This is an optimization exercise on Yosys and OpenROAD, whose aim is small area, a short achievable clock period and few clock cycles per item, not a production implementation.
The RTL was checked by simulation tests, not by an equivalence proof against the original design.
Power and IR drop assume default switching activity.

==> design/flow/design.v <==
module md5(
  input          clock,
  input          reset,
  input  [127:0] io_in,
  input          io_in_valid,
  output [127:0] io_out,
  output         io_out_valid,
  output         io_ready
);
  reg         av0;
  reg [3:0]   ap0;
  reg [127:0] ax0;
  reg [31:0]  apre0, ab0, ac0, ad0;
  reg         bv0;
  reg [3:0]   bp0;
  reg [127:0] bx0;
  reg [31:0]  bsum0, bd0, bb0, bc0;
  reg [1:0]   bws0;
  reg         av1;
  reg [3:0]   ap1;
  reg [127:0] ax1;
  reg [31:0]  apre1, ab1, ac1, ad1;
  reg         bv1;
  reg [3:0]   bp1;
  reg [127:0] bx1;
  reg [31:0]  bsum1, bd1, bb1, bc1;
  reg [1:0]   bws1;
  reg         av2;
  reg [3:0]   ap2;
  reg [127:0] ax2;
  reg [31:0]  apre2, ab2, ac2, ad2;
  reg         bv2;
  reg [3:0]   bp2;
  reg [127:0] bx2;
  reg [31:0]  bsum2, bd2, bb2, bc2;
  reg [1:0]   bws2;
  reg         av3;
  reg [3:0]   ap3;
  reg [127:0] ax3;
  reg [31:0]  apre3, ab3, ac3, ad3;
  reg         bv3;
  reg [3:0]   bp3;
  reg [127:0] bx3;
  reg [31:0]  bsum3, bd3, bb3, bc3;
  reg [1:0]   bws3;
  reg         ov;
  reg         fst;    
  wire done = bv3 & (bp3 == 4'd15);
  reg         rdy;    
  wire free = rdy;
  wire accept = free & io_in_valid & ~reset;
  assign io_ready = free;
  assign io_out_valid = ov;
  assign io_out = {apre0, ab0, ac0, ad0};
  wire [1:0] ra0 = ap0[3:2];
  reg [31:0] f0;
  always @* begin
    case (ra0)
      2'd0: f0 = (ab0 & ac0) | (~ab0 & ad0);
      2'd1: f0 = (ab0 & ad0) | (ac0 & ~ad0);
      2'd2: f0 = ab0 ^ ac0 ^ ad0;
      default: f0 = ac0 ^ (ab0 | ~ad0);
    endcase
  end
  wire [31:0] opa0 = fst ? ax0[31:0] : apre0;
  wire [31:0] opb0 = fst ? 32'hd76aa477 : f0;
  wire [31:0] sum0 = opa0 + opb0;
  wire [31:0] be0 = fst ? 32'hefcdab89 : ab0;
  wire [31:0] ce0 = fst ? 32'h98badcfe : ac0;
  wire [31:0] de0 = fst ? 32'h10325476 : ad0;
  wire [1:0] ws0 =
    ({2{ap0 == 4'd0}} & 2'd1) |
    ({2{ap0 == 4'd1}} & 2'd1) |
    ({2{ap0 == 4'd2}} & 2'd1) |
    ({2{ap0 == 4'd3}} & 2'd1) |
    ({2{ap0 == 4'd4}} & 2'd0) |
    ({2{ap0 == 4'd5}} & 2'd2) |
    ({2{ap0 == 4'd6}} & 2'd0) |
    ({2{ap0 == 4'd7}} & 2'd2) |
    ({2{ap0 == 4'd8}} & 2'd0) |
    ({2{ap0 == 4'd9}} & 2'd1) |
    ({2{ap0 == 4'd10}} & 2'd2) |
    ({2{ap0 == 4'd11}} & 2'd3) |
    ({2{ap0 == 4'd12}} & 2'd2) |
    ({2{ap0 == 4'd13}} & 2'd2) |
    ({2{ap0 == 4'd14}} & 2'd3) |
    ({2{ap0 == 4'd15}} & 2'd3);
  wire [1:0] rb0 = bp0[3:2];
  reg [31:0] rot0;
  always @* begin
    case (rb0)
      2'd0: rot0 = {bsum0[24:0], bsum0[31:25]};
      2'd1: rot0 = {bsum0[26:0], bsum0[31:27]};
      2'd2: rot0 = {bsum0[27:0], bsum0[31:28]};
      default: rot0 = {bsum0[25:0], bsum0[31:26]};
    endcase
  end
  wire [31:0] kn0 =
    ({32{bp0 == 4'd0}} & 32'he8c7b756) |
    ({32{bp0 == 4'd1}} & 32'h4787c62a) |
    ({32{bp0 == 4'd2}} & 32'h8b44f7af) |
    ({32{bp0 == 4'd3}} & 32'hfd987193) |
    ({32{bp0 == 4'd4}} & 32'hc040b340) |
    ({32{bp0 == 4'd5}} & 32'h02441453) |
    ({32{bp0 == 4'd6}} & 32'hc33707d6) |
    ({32{bp0 == 4'd7}} & 32'hfcefa3f8) |
    ({32{bp0 == 4'd8}} & 32'h8771f681) |
    ({32{bp0 == 4'd9}} & 32'h4bdecfa9) |
    ({32{bp0 == 4'd10}} & 32'heaa127fa) |
    ({32{bp0 == 4'd11}} & 32'he6db99e5) |
    ({32{bp0 == 4'd12}} & 32'h432aff97) |
    ({32{bp0 == 4'd13}} & 32'h8f0ccc92) |
    ({32{bp0 == 4'd14}} & 32'hfe2ce6e0) |
    ({32{bp0 == 4'd15}} & 32'hbd3af235);
  reg [31:0] wn0;
  always @* begin
    case (bws0)
      2'd0: wn0 = bx0[31:0];
      2'd1: wn0 = bx0[63:32];
      2'd2: wn0 = bx0[95:64];
      default: wn0 = bx0[127:96];
    endcase
  end
  wire [31:0] nb0 = bb0 + rot0;
  wire [31:0] nc0 = bb0;
  wire [31:0] nd0 = bc0;
  wire [31:0] npre0 = bd0 + wn0 + kn0;
  wire [1:0] ra1 = ap1[3:2];
  reg [31:0] f1;
  always @* begin
    case (ra1)
      2'd0: f1 = (ab1 & ac1) | (~ab1 & ad1);
      2'd1: f1 = (ab1 & ad1) | (ac1 & ~ad1);
      2'd2: f1 = ab1 ^ ac1 ^ ad1;
      default: f1 = ac1 ^ (ab1 | ~ad1);
    endcase
  end
  wire [31:0] sum1 = apre1 + f1;
  wire [31:0] be1 = ab1;
  wire [31:0] ce1 = ac1;
  wire [31:0] de1 = ad1;
  wire [1:0] ws1 =
    ({2{ap1 == 4'd0}} & 2'd2) |
    ({2{ap1 == 4'd1}} & 2'd2) |
    ({2{ap1 == 4'd2}} & 2'd2) |
    ({2{ap1 == 4'd3}} & 2'd2) |
    ({2{ap1 == 4'd4}} & 2'd1) |
    ({2{ap1 == 4'd5}} & 2'd3) |
    ({2{ap1 == 4'd6}} & 2'd1) |
    ({2{ap1 == 4'd7}} & 2'd3) |
    ({2{ap1 == 4'd8}} & 2'd0) |
    ({2{ap1 == 4'd9}} & 2'd1) |
    ({2{ap1 == 4'd10}} & 2'd2) |
    ({2{ap1 == 4'd11}} & 2'd3) |
    ({2{ap1 == 4'd12}} & 2'd0) |
    ({2{ap1 == 4'd13}} & 2'd0) |
    ({2{ap1 == 4'd14}} & 2'd1) |
    ({2{ap1 == 4'd15}} & 2'd1);
  wire [1:0] rb1 = bp1[3:2];
  reg [31:0] rot1;
  always @* begin
    case (rb1)
      2'd0: rot1 = {bsum1[19:0], bsum1[31:20]};
      2'd1: rot1 = {bsum1[22:0], bsum1[31:23]};
      2'd2: rot1 = {bsum1[20:0], bsum1[31:21]};
      default: rot1 = {bsum1[21:0], bsum1[31:22]};
    endcase
  end
  wire [31:0] kn1 =
    ({32{bp1 == 4'd0}} & 32'h242070db) |
    ({32{bp1 == 4'd1}} & 32'ha8304613) |
    ({32{bp1 == 4'd2}} & 32'hffff5bb1) |
    ({32{bp1 == 4'd3}} & 32'ha679438e) |
    ({32{bp1 == 4'd4}} & 32'h265e5a51) |
    ({32{bp1 == 4'd5}} & 32'hd8a1e681) |
    ({32{bp1 == 4'd6}} & 32'hf4d50d87) |
    ({32{bp1 == 4'd7}} & 32'h676f02d9) |
    ({32{bp1 == 4'd8}} & 32'h6d9d6122) |
    ({32{bp1 == 4'd9}} & 32'hf6bb4b60) |
    ({32{bp1 == 4'd10}} & 32'hd4ef3085) |
    ({32{bp1 == 4'd11}} & 32'h1fa27cf8) |
    ({32{bp1 == 4'd12}} & 32'hab9423a7) |
    ({32{bp1 == 4'd13}} & 32'hffeff47d) |
    ({32{bp1 == 4'd14}} & 32'ha3014314) |
    ({32{bp1 == 4'd15}} & 32'h2ad7d2bb);
  reg [31:0] wn1;
  always @* begin
    case (bws1)
      2'd0: wn1 = bx1[31:0];
      2'd1: wn1 = bx1[63:32];
      2'd2: wn1 = bx1[95:64];
      default: wn1 = bx1[127:96];
    endcase
  end
  wire [31:0] nb1 = bb1 + rot1;
  wire [31:0] nc1 = bb1;
  wire [31:0] nd1 = bc1;
  wire [31:0] npre1 = bd1 + wn1 + kn1;
  wire [1:0] ra2 = ap2[3:2];
  reg [31:0] f2;
  always @* begin
    case (ra2)
      2'd0: f2 = (ab2 & ac2) | (~ab2 & ad2);
      2'd1: f2 = (ab2 & ad2) | (ac2 & ~ad2);
      2'd2: f2 = ab2 ^ ac2 ^ ad2;
      default: f2 = ac2 ^ (ab2 | ~ad2);
    endcase
  end
  wire [31:0] sum2 = apre2 + f2;
  wire [31:0] be2 = ab2;
  wire [31:0] ce2 = ac2;
  wire [31:0] de2 = ad2;
  wire [1:0] ws2 =
    ({2{ap2 == 4'd0}} & 2'd3) |
    ({2{ap2 == 4'd1}} & 2'd3) |
    ({2{ap2 == 4'd2}} & 2'd3) |
    ({2{ap2 == 4'd3}} & 2'd3) |
    ({2{ap2 == 4'd4}} & 2'd1) |
    ({2{ap2 == 4'd5}} & 2'd3) |
    ({2{ap2 == 4'd6}} & 2'd1) |
    ({2{ap2 == 4'd7}} & 2'd3) |
    ({2{ap2 == 4'd8}} & 2'd0) |
    ({2{ap2 == 4'd9}} & 2'd1) |
    ({2{ap2 == 4'd10}} & 2'd2) |
    ({2{ap2 == 4'd11}} & 2'd3) |
    ({2{ap2 == 4'd12}} & 2'd2) |
    ({2{ap2 == 4'd13}} & 2'd2) |
    ({2{ap2 == 4'd14}} & 2'd3) |
    ({2{ap2 == 4'd15}} & 2'd3);
  wire [1:0] rb2 = bp2[3:2];
  reg [31:0] rot2;
  always @* begin
    case (rb2)
      2'd0: rot2 = {bsum2[14:0], bsum2[31:15]};
      2'd1: rot2 = {bsum2[17:0], bsum2[31:18]};
      2'd2: rot2 = {bsum2[15:0], bsum2[31:16]};
      default: rot2 = {bsum2[16:0], bsum2[31:17]};
    endcase
  end
  wire [31:0] kn2 =
    ({32{bp2 == 4'd0}} & 32'hc1bdceee) |
    ({32{bp2 == 4'd1}} & 32'hfd469501) |
    ({32{bp2 == 4'd2}} & 32'h895cd7be) |
    ({32{bp2 == 4'd3}} & 32'h49b40821) |
    ({32{bp2 == 4'd4}} & 32'he9b6c7aa) |
    ({32{bp2 == 4'd5}} & 32'he7d3fbc8) |
    ({32{bp2 == 4'd6}} & 32'h455a14ed) |
    ({32{bp2 == 4'd7}} & 32'h8d2a4c8a) |
    ({32{bp2 == 4'd8}} & 32'hfde5380c) |
    ({32{bp2 == 4'd9}} & 32'hbebfbc70) |
    ({32{bp2 == 4'd10}} & 32'h04881d05) |
    ({32{bp2 == 4'd11}} & 32'hc4ac5665) |
    ({32{bp2 == 4'd12}} & 32'hfc93a039) |
    ({32{bp2 == 4'd13}} & 32'h85845dd1) |
    ({32{bp2 == 4'd14}} & 32'h4e0811a1) |
    ({32{bp2 == 4'd15}} & 32'heb86d391);
  reg [31:0] wn2;
  always @* begin
    case (bws2)
      2'd0: wn2 = bx2[31:0];
      2'd1: wn2 = bx2[63:32];
      2'd2: wn2 = bx2[95:64];
      default: wn2 = bx2[127:96];
    endcase
  end
  wire [31:0] nb2 = bb2 + rot2;
  wire [31:0] nc2 = bb2;
  wire [31:0] nd2 = bc2;
  wire [31:0] npre2 = bd2 + wn2 + kn2;
  wire [1:0] ra3 = ap3[3:2];
  reg [31:0] f3;
  always @* begin
    case (ra3)
      2'd0: f3 = (ab3 & ac3) | (~ab3 & ad3);
      2'd1: f3 = (ab3 & ad3) | (ac3 & ~ad3);
      2'd2: f3 = ab3 ^ ac3 ^ ad3;
      default: f3 = ac3 ^ (ab3 | ~ad3);
    endcase
  end
  wire [31:0] sum3 = apre3 + f3;
  wire [31:0] be3 = ab3;
  wire [31:0] ce3 = ac3;
  wire [31:0] de3 = ad3;
  wire [1:0] ws3 =
    ({2{ap3 == 4'd0}} & 2'd0) |
    ({2{ap3 == 4'd1}} & 2'd0) |
    ({2{ap3 == 4'd2}} & 2'd0) |
    ({2{ap3 == 4'd3}} & 2'd0) |
    ({2{ap3 == 4'd4}} & 2'd2) |
    ({2{ap3 == 4'd5}} & 2'd0) |
    ({2{ap3 == 4'd6}} & 2'd2) |
    ({2{ap3 == 4'd7}} & 2'd0) |
    ({2{ap3 == 4'd8}} & 2'd1) |
    ({2{ap3 == 4'd9}} & 2'd2) |
    ({2{ap3 == 4'd10}} & 2'd3) |
    ({2{ap3 == 4'd11}} & 2'd0) |
    ({2{ap3 == 4'd12}} & 2'd0) |
    ({2{ap3 == 4'd13}} & 2'd1) |
    ({2{ap3 == 4'd14}} & 2'd1) |
    ({2{ap3 == 4'd15}} & 2'd0);
  wire [1:0] rb3 = bp3[3:2];
  reg [31:0] rot3;
  always @* begin
    case (rb3)
      2'd0: rot3 = {bsum3[9:0], bsum3[31:10]};
      2'd1: rot3 = {bsum3[11:0], bsum3[31:12]};
      2'd2: rot3 = {bsum3[8:0], bsum3[31:9]};
      default: rot3 = {bsum3[10:0], bsum3[31:11]};
    endcase
  end
  wire [31:0] kn3 =
    ({32{bp3 == 4'd0}} & 32'hf57c0faf) |
    ({32{bp3 == 4'd1}} & 32'h698098d8) |
    ({32{bp3 == 4'd2}} & 32'h6b901122) |
    ({32{bp3 == 4'd3}} & 32'hf61e2562) |
    ({32{bp3 == 4'd4}} & 32'hd62f105d) |
    ({32{bp3 == 4'd5}} & 32'h21e1cde6) |
    ({32{bp3 == 4'd6}} & 32'ha9e3e905) |
    ({32{bp3 == 4'd7}} & 32'hfffa3942) |
    ({32{bp3 == 4'd8}} & 32'ha4beea44) |
    ({32{bp3 == 4'd9}} & 32'h289b7ec6) |
    ({32{bp3 == 4'd10}} & 32'hd9d4d039) |
    ({32{bp3 == 4'd11}} & 32'hf4292244) |
    ({32{bp3 == 4'd12}} & 32'h655b59c3) |
    ({32{bp3 == 4'd13}} & 32'h6fa87e4f) |
    ({32{bp3 == 4'd14}} & 32'hf7537e82) |
    ({32{bp3 == 4'd15}} & 32'h67452301);
  reg [31:0] wn3;
  always @* begin
    case (bws3)
      2'd0: wn3 = bx3[31:0];
      2'd1: wn3 = bx3[63:32];
      2'd2: wn3 = bx3[95:64];
      default: wn3 = bx3[127:96];
    endcase
  end
  wire blast = (bp3 == 4'd15);
  wire [31:0] bbx3 = blast ? bb3 + 32'hefcdab89 : bb3;
  wire [31:0] nb3 = bbx3 + rot3;
  wire [31:0] nc3 = blast ? bb3 + 32'h98badcfe : bb3;
  wire [31:0] nd3 = blast ? bc3 + 32'h10325476 : bc3;
  wire [31:0] wm3 = blast ? 32'd0 : wn3;
  wire [31:0] npre3 = bd3 + wm3 + kn3;
  always @(posedge clock) begin
    ov <= ~reset & done;
    av0 <= accept | (~reset & bv3 & ~done);
    ap0 <= bv3 ? bp3 + 4'd1 : 4'd0;
    fst <= free;
    rdy <= reset | ~av3 | (ap3 == 4'd15);
    ax0 <= free ? io_in : bx3;
    apre0 <= npre3; ab0 <= nb3; ac0 <= nc3; ad0 <= nd3;
    bv0 <= ~reset & av0;
    bp0 <= ap0;
    bx0 <= ax0;
    bsum0 <= sum0; bd0 <= de0; bb0 <= be0; bc0 <= ce0; bws0 <= ws0;
    av1 <= ~reset & bv0;
    ap1 <= bp0;
    ax1 <= bx0;
    apre1 <= npre0; ab1 <= nb0; ac1 <= nc0; ad1 <= nd0;
    bv1 <= ~reset & av1;
    bp1 <= ap1;
    bx1 <= ax1;
    bsum1 <= sum1; bd1 <= de1; bb1 <= be1; bc1 <= ce1; bws1 <= ws1;
    av2 <= ~reset & bv1;
    ap2 <= bp1;
    ax2 <= bx1;
    apre2 <= npre1; ab2 <= nb1; ac2 <= nc1; ad2 <= nd1;
    bv2 <= ~reset & av2;
    bp2 <= ap2;
    bx2 <= ax2;
    bsum2 <= sum2; bd2 <= de2; bb2 <= be2; bc2 <= ce2; bws2 <= ws2;
    av3 <= ~reset & bv2;
    ap3 <= bp2;
    ax3 <= bx2;
    apre3 <= npre2; ab3 <= nb2; ac3 <= nc2; ad3 <= nd2;
    bv3 <= ~reset & av3;
    bp3 <= ap3;
    bx3 <= ax3;
    bsum3 <= sum3; bd3 <= de3; bb3 <= be3; bc3 <= ce3; bws3 <= ws3;
  end
endmodule
==> design/flow/flow/run.sh <==
#!/bin/bash
export SETUP_SLACK_MARGIN=9.2
bash standard.sh > standard.log 2>&1
==> design/flow/standard.sh <==
#!/bin/bash
# synth_recipe.tcl (not shown) runs the flow's synth.tcl, then flattens the netlist and writes it again
# the make line also repeats each setting of config.mk as NAME=value (left out here)
make -C /OpenROAD-flow-scripts/flow DESIGN_CONFIG=/design/flow/config.mk WORK_HOME=/design/flow/orfs CLKGATE_MAP_FILE= SYNTH_SCRIPT=/design/flow/synth_recipe.tcl "${@:-finish}"
==> design/flow/config.mk <==
export PLATFORM = sky130hd
export DESIGN_NAME = md5
export DESIGN_NICKNAME = md5
export VERILOG_FILES = /design/flow/design.v
export SDC_FILE = /design/flow/constraint.sdc
export NUM_CORES = 8
export LEC_CHECK = 0
export CAP_MARGIN = 20
export CORE_MARGIN = 2
export CORE_UTILIZATION = 25
export SLEW_MARGIN = 20
==> design/flow/constraint.sdc <==
create_clock -name core_clock -period 13.5 [get_ports {clock}]
set_input_delay 2.7000 -clock core_clock [delete_from_list [all_inputs] [get_ports {clock}]]
set_output_delay 2.7000 -clock core_clock [all_outputs]
set_load 0.01 [all_outputs]
==> reports/qor.txt, run 1 <==
================================================================================
Result of the run                                                   complete, no violations
Share of the synthesized area in the top cell type                        49.75%
Site row count                                                               213
Std-Cell Core Area                                                   0.3363 mm^2
Max Cap Violations                                                             0
Placed inst area                                                    0.09197 mm^2
Power density of the placed cells                                   219.2 mW/mm^2
Time the final worst path needs with I/O delays and setup                4417 ps
Number of primary I/O pins                                                   261
Flop pwr share                                                             39.9%
Cell chosen for the clock root                                      sky130_fd_sc_hd__clkbuf_16
Delay of the slowest cell on the worst path                               400 ps
Most used standard cells in the synthesized netlist                 sky130_fd_sc_hd__dfxtp_1, sky130_fd_sc_hd__a21oi_1, sky130_fd_sc_hd__nand2_1
TritonRoute pass-1 iters                                                       6
Total number of yosys warnings                                                 1
Top flip-flop cell by instance count after synthesis                sky130_fd_sc_hd__dfxtp_1
Setup slack at placement                                                 7699 ps
CTS Buf Count                                                                205
Setup ws final                                                           9083 ps
Clk pwr share                                                              27.7%
Initial DRC Count                                                          7,711
Internal portion of total power                                         14.53 mW
Share of synthesized flip-flops with an asynchronous set or reset             0%
Final wirelength                                                      325,300 um
Unique masters post-synth                                                     89
CP endpoint kind                                                        register
Overall power consumption                                               23.17 mW
Leakage power of the design                                             41.86 nW
CP Launch Point                                                     bp3[2]$_DFF_P_
RePlAce Congestion                                                        0.9656
Placed cell count                                                         12,390
Fin crit share                                                            32.72%
Critical R2R Launch                                                 bp3[2]$_DFF_P_
Global router's overall resource usage                                    18.17%
Number of nets with antenna violations after routing                           0
Global-route met1 utilization                                             23.41%
Cell type of the slowest stage on the worst timing path             sky130_fd_sc_hd__dfxtp_4
Maximum vdd ir drop                                                  0.0001967 V
WL/cell                                                                 24.84 um
Antenna violations before repair                                              36
Reg area                                                            0.04253 mm^2
Cell types occupying the most area after synthesis                  sky130_fd_sc_hd__dfxtp_1, sky130_fd_sc_hd__mux4_2, sky130_fd_sc_hd__ha_1
Detailed placer's ending HPWL                                         243,100 um
Power share of the combinational group                                     32.4%
Post-synthesis to final-layout area growth                                25.16%
Worst setup path category                                           register to register
Final count of pins violating max slew                                         0
Final #Nets                                                                9,034
Worst Setup Start Kind                                                  register
Core occupancy in the finished layout                                     31.44%
Horiz. Die Dim                                                          585.3 um
Required @ worst endpoint                                              14,240 ps
First-pass GRT wire length                                            439,600 um
Maximum clock rate                                                    0.2264 GHz
Number of global-route vias before repair                                 58,340
Die Area                                                             0.3425 mm^2
TritonCTS clock tree                                                       built
Cell with the most instances after synthesis                        sky130_fd_sc_hd__dfxtp_1
Final Hold Fails                                                               0
Mean number of vias per cell                                               4.857
Hold/Removal Path Class                                             register to register
Number of synthesized register bits                                        2,099
Cell area after synthesis                                           0.08447 mm^2
Depth of the CTS H-tree                                                        4
Hold path startpoint                                                bc2[30]$_DFF_P_
Worst clock skew on the final layout                                    74.23 ps
Series of cell instances along the critical path                    buf_16 > buf_8 > nand2_2 > o32a_1 > o22a_1 > fa_2 > ha_4 > inv_2 > fa_2 > nor2b_2 > o31a_1 > o31a_1 > o41a_1 > a221o_1 > a21o_1 > a21o_1 > a221oi_2 > o21ai_1 > xor2_1
Net Sw Frac                                                               37.32%
Multi-input gate area                                               0.04208 mm^2
Proportion of synthesized chip area in sequential cells                   49.75%
Setup violators final                                                          0
Share of layout cells above drive strength 1                              19.84%
Via count                                                                 63,630
Synthesized instance count                                                 7,883
Transition at the pin with the smallest max-transition slack             1043 ps
Final cell count without fillers                                          13,100
Switching power total                                                   8.649 mW
Most area-hungry cell type in the Yosys netlist                     sky130_fd_sc_hd__dfxtp_1
Critical path data arrival time                                          5160 ps
Largest fanout of any net on the critical path                                 5
Setup TNS                                                                   0 ps
Clock sink total                                                           2,099
Pin count of the biggest net entering global routing                         128
Net count of the mapped netlist                                            8,526
Mean post-synth cell area                                             10.72 um^2
CTS Buffer Depth                                                               3
Met3 GRT Util                                                             3.797%
Tightest slew margin relative to the limit                                29.97%
Clk Latency, worst-skew pair                                              910 ps
Setup repair after global routing missed its margin                         true
Global routing's busiest layer                                              met2
Final standard cell area without fillers                             0.1057 mm^2
Hold slack final                                                        264.2 ps
Port bufs                                                                    260
Detailed-route DRC error count                                                 0
Gr ovfl total                                                                  0
Met2 capacity usage during global routing                                 27.88%
Starting Density                                                          25.12%
Height of the die                                                       585.3 um
Number of enable flip-flop cells after synthesis                               0
Total of fill cells in the finished design                                34,050
Worst-path clk slew                                                        70 ps
================================================================================
worst paths after layout:
path	to	depth (start not counted)	slack [ps]
worst max-delay path	apre0[21]$_DFF_P_	19	9080
worst min register to register	ad3[30]$_DFF_P_	0	260
worst max register to register	apre0[21]$_DFF_P_	19	9080
worst min-delay path	ad3[30]$_DFF_P_	0	260
cells in the final DEF, fill, tap and decap left out, types with 51 or more instances in the layout:
cell type and n:
sky130_fd_sc_hd__a31oi_1 145, sky130_fd_sc_hd__buf_4 232, sky130_fd_sc_hd__nor3_1 254, sky130_fd_sc_hd__xor2_1 250, sky130_fd_sc_hd__or2_2 67, sky130_fd_sc_hd__clkdlybuf4s50_1 130, sky130_fd_sc_hd__nand2b_1 67, sky130_fd_sc_hd__mux2_2 161
sky130_fd_sc_hd__clkbuf_16 223, sky130_fd_sc_hd__a21o_1 153, sky130_fd_sc_hd__nand3_1 108, sky130_fd_sc_hd__o21bai_1 51, sky130_fd_sc_hd__dfxtp_1 1931, sky130_fd_sc_hd__xnor2_1 301, sky130_fd_sc_hd__nor3b_1 101, sky130_fd_sc_hd__inv_1 209
sky130_fd_sc_hd__nor2b_1 80, sky130_fd_sc_hd__dfxtp_4 119, sky130_fd_sc_hd__nand2_1 546, sky130_fd_sc_hd__mux4_2 252, sky130_fd_sc_hd__ha_1 331, sky130_fd_sc_hd__dlygate4sd2_1 53, sky130_fd_sc_hd__fa_1 122, sky130_fd_sc_hd__o21ai_0 304
sky130_fd_sc_hd__a21oi_1 650, sky130_fd_sc_hd__o21a_1 68, sky130_fd_sc_hd__nor2_1 477
power groups by stage:
stage	clock network [mW]	registers, mW	logic (mW)
final	6.41	9.24	7.52
after global routing	6.71	9.28	8.11
after CTS	6.45	9.15	7.14
after detailed placement	0	9.35	6.71
after global placement	0	9.35	6.69
after floorplan	0	8.25	4.71
kinds of logic (layout without fill, tap and decap cells):
group / count (synthesis) / in the layout / share of synthesized area, %
fa+ha+maj: 530 / 530 / 9.006
simple gates: 1919 / 1921 / 10.79
buf+inv: 535 / 1224 / 2.379
other cells: 0 / 10 / 0
xor+xnor: 556 / 556 / 5.765
compound gates: 1822 / 1822 / 13.35
mux: 422 / 422 / 8.972
flops: 2099 / 2099 / 49.75
registers in the layout, indices dropped and copies added, names as in the netlist, 128 cells and up:
register and flops:
ax0 128, ax1 128, ax2 128, ax3 128, bx0 128, bx1 128
bx2 128, bx3 128
final cells by class:
type / count / area share [%]
diodes: 10 / 0.02367
clock buffers: 264 / 5.415
clock inverters: 126 / 1.929
inverters: 223 / 0.8178
flip-flops and latches: 2099 / 40.23
multi-input cells: 5251 / 39.80
repair buffers: 610 / 6.443
repair inverters: 1 / 0.004734
well taps: 4515 / 5.343
timing repair:
action                                  CTS  global route
endpoints found under the setup margin  337            89
resized for setup                       746           236
buffers inserted                        193            86
hold buffers                              0             0
pin swaps                                52           117
cloned                                   17            16
per-layer routing:
layer | up-vias | wire [um]
li1 | 29070 | -
met1 | 30970 | 133600
met2 | 2950 | 141000
met3 | 627 | 28210
met4 | 10 | 22560
met5 | - | 57
worst max-delay path, delay by kind of cell, from the launching register on:
family / cells / cell delay, ps
xor gates and xnor gates: 1 / 160
adders and majority gates: 3 / 760
DFF: 1 / 400
buffers and inverters: 3 / 340
and+or+nand+nor: 2 / 160
AOI/OAI and AO/OA: 10 / 2450
Testbench counts, summed over its fixed seeds: cycles 12,360, items 768.
==> run 2: changes to the inputs <==
==> design/flow/run.sh (new file) <==
#!/bin/bash
# synth_recipe.tcl (not shown) runs the flow's synth.tcl, then flattens the netlist and writes it again
# the make line also repeats each setting of config.mk as NAME=value (left out here)
make -C /OpenROAD-flow-scripts/flow DESIGN_CONFIG=/design/flow/config.mk WORK_HOME=/design/flow/orfs CLKGATE_MAP_FILE= SYNTH_SCRIPT=/design/flow/synth_recipe.tcl finish
--- a/design/flow/config.mk
+++ b/design/flow/config.mk
@@ -9,3 +9,4 @@
 export CORE_MARGIN = 2
 export CORE_UTILIZATION = 25
+export SETUP_SLACK_MARGIN = 5
 export SLEW_MARGIN = 20
removed: design/flow/flow/run.sh
removed: design/flow/standard.sh
==> reports/qor.txt, run 2 <==
================================================================================
Top flip-flop cell by instance count after synthesis                sky130_fd_sc_hd__dfxtp_1
Height of the die                                                       585.3 um
Leading cell type in the layout, fill and taps excluded             sky130_fd_sc_hd__dfxtp_1
WL/cell                                                                 23.54 um
Overall power consumption                                               22.24 mW
Number of global-route vias before repair                                 55,670
Global router's overall resource usage                                    17.02%
Clk Latency, worst-skew pair                                              900 ps
Setup repair after global routing missed its margin                        false
Mean post-synth cell area                                             10.72 um^2
Flop pwr share                                                             42.0%
Most used standard cells in the synthesized netlist                 sky130_fd_sc_hd__dfxtp_1, sky130_fd_sc_hd__a21oi_1, sky130_fd_sc_hd__nand2_1
Proportion of synthesized chip area in sequential cells                   49.75%
Max Cap Violations                                                             0
Setup violators final                                                          0
Net Sw Frac                                                               37.68%
Result of the run                                                   complete, no violations
Number of setup buffers added after CTS                                        0
Detailed placer's ending HPWL                                         238,900 um
Clk pwr share                                                              27.0%
Final wirelength                                                      300,800 um
First-pass GRT wire length                                            412,600 um
Series of cell instances along the critical path                    buf_4 > nand3_4 > and2_1 > fa_1 > ha_1 > inv_1 > fa_1 > nor2b_1 > o31a_1 > o31a_1 > o41a_1 > a221o_1 > a21o_1 > a21o_1 > a221oi_2 > o21ai_1 > xor2_1
Number of primary I/O pins                                                   261
Cell type of the slowest stage on the worst timing path             sky130_fd_sc_hd__dfxtp_2
Final cell count without fillers                                          12,780
Mean number of vias per cell                                               4.758
Final Hold Fails                                                               0
Initial DRC Count                                                          6,415
Number of nets with antenna violations after routing                           0
Maximum clock rate                                                    0.1652 GHz
Placed inst area                                                    0.09194 mm^2
Core occupancy in the finished layout                                     29.49%
Maximum vdd ir drop                                                  0.0001540 V
Time the final worst path needs with I/O delays and setup                6052 ps
Final count of pins violating max slew                                         0
TritonCTS clock tree                                                       built
Final #Nets                                                                8,719
Fin crit share                                                            44.83%
Worst Setup Start Kind                                                  register
Worst clock skew on the final layout                                    78.72 ps
Power share of the combinational group                                     31.0%
Via count                                                                 60,790
CTS Buffer Depth                                                               3
Switching power total                                                   8.379 mW
Cell area after synthesis                                           0.08447 mm^2
Number of enable flip-flop cells after synthesis                               0
Required @ worst endpoint                                              14,280 ps
Die Area                                                             0.3425 mm^2
Horiz. Die Dim                                                          585.3 um
Cell types occupying the most area after synthesis                  sky130_fd_sc_hd__dfxtp_1, sky130_fd_sc_hd__mux4_2, sky130_fd_sc_hd__ha_1
Worst setup path category                                           register to register
Count of hold buffers inserted by post-cts repair                              0
Share of the synthesized area in the top cell type                        49.75%
Total number of yosys warnings                                                 1
Gr ovfl total                                                                  0
Port bufs                                                                    260
Number of synthesized register bits                                        2,099
Unique masters post-synth                                                     89
Internal portion of total power                                         13.86 mW
Commonest cells after routing, fill and taps aside                  sky130_fd_sc_hd__dfxtp_1, sky130_fd_sc_hd__a21oi_1, sky130_fd_sc_hd__nand2_1
RePlAce Congestion                                                        0.9656
Antenna violations before repair                                              36
Largest fanout of any net on the critical path                                41
TritonRoute pass-1 iters                                                       6
Delay of the slowest cell on the worst path                               970 ps
Leakage power of the design                                             39.21 nW
Net count of the mapped netlist                                            8,526
Post-synthesis to final-layout area growth                                17.41%
Setup TNS                                                                   0 ps
Final standard cell area without fillers                            0.09917 mm^2
Transition at the pin with the smallest max-transition slack             1102 ps
Clock sink total                                                           2,099
Power density of the placed cells                                   224.3 mW/mm^2
Share of layout cells above drive strength 1                              11.26%
Critical path data arrival time                                          6840 ps
Tightest slew margin relative to the limit                                26.56%
Depth of the CTS H-tree                                                        4
Share of synthesized flip-flops with an asynchronous set or reset             0%
Most area-hungry cell type in the Yosys netlist                     sky130_fd_sc_hd__dfxtp_1
Setup slack at placement                                                 7567 ps
Site row count                                                               213
Hold slack final                                                        268.9 ps
Synthesized instance count                                                 7,883
Setup ws final                                                           7448 ps
Starting Density                                                          25.12%
Pin count of the biggest net entering global routing                         134
Detailed-route DRC error count                                                 0
Worst-path clk slew                                                        70 ps
Count of cells resized by post-cts repair                                      0
Std-Cell Core Area                                                   0.3363 mm^2
Cell chosen for the clock root                                      sky130_fd_sc_hd__clkbuf_16
Hold/Removal Path Class                                             register to register
Placed cell count                                                         12,390
CP endpoint kind                                                        register
Cell with the most instances after synthesis                        sky130_fd_sc_hd__dfxtp_1
CTS Buf Count                                                                203
================================================================================
==> run 2: changes by cell type in the layout (fill, tap and decap cells not counted), moves of 35 or more <==
cell	previous run	this run
sky130_fd_sc_hd__buf_4	232	39
sky130_fd_sc_hd__clkdlybuf4s15_1	40	0
sky130_fd_sc_hd__clkdlybuf4s50_1	130	260
sky130_fd_sc_hd__dfxtp_1	1931	2073
sky130_fd_sc_hd__dfxtp_2	49	14
sky130_fd_sc_hd__dfxtp_4	119	12
sky130_fd_sc_hd__dlygate4sd2_1	53	0
sky130_fd_sc_hd__ha_1	331	376
==> run 2: final cells by class <==
type,count,area (um^2)
well taps,4515,5649
clock buffers,273,5766
fillers,34770,237200
flip-flops and latches,2099,42080
multi-input cells,5249,40460
clock inverters,103,1429
diodes,14,35.03
inverters,223,837.1
repair buffers,300,2915
==> run 2: worst max-delay path: cells and delay by family (launching register included) <==
| kind | cells | cell delay (ps) |
|---|---|---|
| flip-flops | 1 | 970 |
| AND/OR/NAND/NOR | 3 | 1160 |
| adder cells (fa/ha/maj) | 3 | 850 |
| XOR/XNOR | 1 | 160 |
| buffers and inverters | 2 | 610 |
| AO/OA/AOI/OAI | 8 | 2150 |
==> run 2: cells by family after synthesis <==
group | count (synthesis) | synth area share [%]
flip-flops | 2099 | 49.75
AND/OR/NAND/NOR | 1919 | 10.79
AO/OA/AOI/OAI | 1822 | 13.35
XOR/XNOR | 556 | 5.765
buffers and inverters | 535 | 2.379
adder cells (fa/ha/maj) | 530 | 9.006
multiplexers | 422 | 8.972
==> run 2: layer usage <==
layer	vias up	global-route usage [%]	wire, um
met5	-	0	13
met1	29520	22.18	128200
met3	514	3.611	23000
met2	2351	26.06	130600
li1	28400	-	-
met4	2	9.595	18970
==> run 2: worst paths after layout <==
check                           slack (ps)            start           endpoint  cells past startpoint
worst min register to register         270  bc2[17]$_DFF_P_    ad3[17]$_DFF_P_                      0
worst max-delay path                  7450   bp3[2]$_DFF_P_  apre0[21]$_DFF_P_                     17
worst min-delay path                   270  bc2[17]$_DFF_P_    ad3[17]$_DFF_P_                      0
worst max register to register        7450   bp3[2]$_DFF_P_  apre0[21]$_DFF_P_                     17
==> run 2: power groups by stage <==
stage | registers [mW] | logic, mW | clock network [mW]
after CTS | 9.24 | 6.80 | 6.07
after global placement | 9.35 | 6.72 | 0
after floorplan | 8.25 | 4.71 | 0
after detailed placement | 9.35 | 6.73 | 0
final | 9.34 | 6.89 | 6.01
after global routing | 9.36 | 7.49 | 6.32

what the ideal ports hide:
The results above use ideal ports. As a check the final layouts listed here were re-extracted and re-timed, cells and wires unchanged. Step 1, drivers: a clkbuf_16 drives clock and a buf_2 each remaining input, both assumed. Step 2, shift: input delay + t, output delay - t, t = (earliest + latest rising clock arrival at the registers) / 2. This alone moves slack from input paths to output paths. Slacks: ideal ports / drivers / drivers and shift; pairs: ideal ports / drivers.
run | t, ns | slack for setup (ns) | cell pins on the clock port's net
run 1 | 0.963 | 9.083 / 9.083 / 9.083 | 1
run 2 | 0.949 | 7.448 / 7.448 / 7.448 | 1
After both steps every run listed still meets setup and hold.
